Context: an optimization exercise on an open-source flow, tuned for small area. The choices shown serve that exercise and are no tape-out recipe. At most, simulation tests tie the RTL to the original design; equivalence was not proved. The flow treats the clock pin as an ideal source, which a real chip does not have. Power and IR drop assume default switching activity.

==> flow/design.v <==
`timescale 1ns / 1ps
module FSM_Fan(
    input i_clk,
    input i_reset,
    input [3:0] i_button,
    output o_motor,
    output [3:0] o_light,
    output [3:0] o_FND_Digit,
    output [7:0] o_FND_Font
    );
    wire [3:0] w_event;
    genvar g;
    generate
        for (g = 0; g < 4; g = g + 1) begin : deb
            reg         r_state;
            reg  [19:0] r_cnt;
            wire        en = i_button[g] ^ r_state;
            wire [20:0] c;
            wire [19:0] sum = r_cnt ^ c[19:0];
            assign c[0] = en;
            assign c[20:1] = r_cnt & c[19:0];
            wire        full = r_cnt[6] & r_cnt[9] & r_cnt[14] & ~|r_cnt[19:16];
            wire        flip = en & full;
            assign w_event[g] = flip & r_state;
            always @(posedge i_clk or posedge i_reset) begin
                if (i_reset) begin
                    r_state <= 1'b0;
                    r_cnt   <= 20'h10000;
                end else begin
                    r_state <= r_state ^ flip;
                    r_cnt   <= (sum & ~(20'h04241 & {20{flip}})) | {3'd0, flip, 16'd0};
                end
            end
        end
    endgenerate
    reg [1:0] r_stage, r_next;
    wire [3:0] w_own = 4'b0001 << r_next;
    wire [3:0] w_cand = w_event & ~w_own;
    wire [1:0] w_sel = w_cand[0] ? 2'd0 : w_cand[1] ? 2'd1 : w_cand[2] ? 2'd2 : 2'd3;
    always @(posedge i_clk or posedge i_reset) begin
        if (i_reset) begin
            r_stage <= 2'd0;
            r_next  <= 2'd0;
        end else begin
            r_stage <= r_next;
            if (|w_cand) r_next <= w_sel;
        end
    end
    reg [6:0] r_p;
    reg [9:0] r_f;
    reg [1:0] r_pos;
    wire w_tick = (r_p == 7'd38);
    wire w_p49  = (r_p == 7'd68);
    wire [10:0] w_fc;
    wire [9:0]  w_fsum = r_f ^ w_fc[9:0];
    assign w_fc[0] = w_tick;
    assign w_fc[10:1] = r_f & w_fc[9:0];
    always @(posedge i_clk or posedge i_reset) begin
        if (i_reset) begin
            r_p   <= 7'd9;
            r_f   <= 10'd24;
            r_pos <= 2'd0;
        end else begin
            r_p <= {r_p[5:0], ~(r_p[6] ^ r_p[2]) ^ w_tick};
            r_f <= w_fsum | (10'd24 & {10{w_fc[10]}});
            if (w_p49 && r_f == 10'd524) r_pos <= r_pos + 2'd1;
        end
    end
    assign o_motor = (r_stage == 2'd1) ? (r_f < 10'd357) :
                     (r_stage == 2'd2) ? (r_f < 10'd690) :
                     (r_stage == 2'd3) ? ~&r_f : 1'b0;
    assign o_light = {1'b0, r_stage == 2'd3, r_stage[1], r_stage != 2'd0};
    assign o_FND_Digit = ~(4'b0001 << r_pos);
    reg [7:0] r_font;
    always @(*) begin
        case (r_pos == 2'd0 ? r_stage : 2'd0)
            2'd0: r_font = 8'hc0;
            2'd1: r_font = 8'hf9;
            2'd2: r_font = 8'ha4;
            default: r_font = 8'hb0;
        endcase
    end
    assign o_FND_Font = r_font;
endmodule
export LEC_CHECK = 0
export CAP_MARGIN = 0
export CORE_MARGIN = 2
export CORE_UTILIZATION = 80
export SLEW_MARGIN = 0
create_clock -name core_clock -period 10.0 [get_ports {i_clk}]
standard.sh (not shown) runs the stock make flow with config.mk's settings and CLKGATE_MAP_FILE= SYNTH_SCRIPT=/design/flow/synth_recipe.tcl, a recipe that flattens the netlist after the stock synthesis.
==> flow/flow/run.sh <==
#!/bin/bash
# The standard layout (standard.sh), with changes made through ORFS's own
# variables and hooks: the port buffers are sky130_fd_sc_hd__buf_1; clock
# tree synthesis inserts no dummy loads and builds the tree from clkbuf_4;
# after it, post_cts.tcl upsizes to clkbuf_8 the clock buffers whose
# estimated clock-pin slew is over LEAF_SLEW_PS, and swaps lightly loaded
# logic cells to their drive-strength-1 variants when those are smaller.
set -euo pipefail
export BUFFER_PORTS_ARGS="-buffer_cell sky130_fd_sc_hd__buf_1"
export CTS_ARGS="-sink_clustering_enable -repair_clock_nets -dont_use_dummy_load -buf_list sky130_fd_sc_hd__clkbuf_4"
export POST_CTS_TCL="$(pwd)/flow/post_cts.tcl"
export LEAF_SLEW_PS=115
bash standard.sh > standard.log 2>&1
Other scripts of this flow, unchanged in this note and not shown: flow/flow/post_cts.tcl
Edit:
--- a/flow/design.v
+++ b/flow/design.v
@@ -50,6 +50,6 @@
     reg [9:0] r_f;
     reg [1:0] r_pos;
-    wire w_tick = (r_p == 7'd38);
-    wire w_p49  = (r_p == 7'd68);
+    wire w_tick = (r_p == 7'd89);
+    wire w_p49  = (r_p == 7'd72);
     wire [10:0] w_fc;
     wire [9:0]  w_fsum = r_f ^ w_fc[9:0];
@@ -58,9 +58,9 @@
     always @(posedge i_clk or posedge i_reset) begin
         if (i_reset) begin
-            r_p   <= 7'd9;
+            r_p   <= 7'd17;
             r_f   <= 10'd24;
             r_pos <= 2'd0;
         end else begin
-            r_p <= {r_p[5:0], ~(r_p[6] ^ r_p[2]) ^ w_tick};
+            r_p <= {r_p[5:0], ~(r_p[6] ^ r_p[3]) ^ w_tick};
             r_f <= w_fsum | (10'd24 & {10{w_fc[10]}});
             if (w_p49 && r_f == 10'd524) r_pos <= r_pos + 2'd1;
=> The new run finished clean. Synthesized cell count does not change. Count of clock-buffer cells in the layout does not change. Via count shrinks by 0.64%. Critical path depth stays the same. Clock power grows by about 4%. Worst setup slack gets better by 0.081 ns. Die area is about the same. Sequential cell count is unchanged. Wire length shrinks by 0.59%. Sequential power barely changes. Final area does not change. Hold slack gets worse by 0.021 ns. Non-clock buffer count does not change. Total power grows by 0.97%.
For the second run of this note, only the layout was checked, not whether the RTL still works.

-- re-timing with driven ports --
No port has a modelled driver above. Below, the same layouts with a new extraction and two added sets of constraints. Step 1 sets driving cells, clkbuf_16 on the clock port and buf_2 on the other inputs (assumed; they add their load-dependent delay and slew). Step 2 moves the port delays by t, midway between the first and last clock arrival at a register: inputs arrive t later, outputs are due t later. That takes back most of the time a late clock gives input paths. Slacks: ideal / step 1 / step 2; pairs: ideal / step 1.
run	shift t [ns]	setup WS [ns]	worst setup path at the end
the first run	0.447	4.285 / 4.291 / 3.844	input to register
the second run	0.450	4.366 / 4.376 / 3.927	input to register
After both steps every run listed still meets setup and hold. For the first run, which loses most, drivers alone change the setup slack by +0.006 ns; drivers and shift together by -0.441 ns.
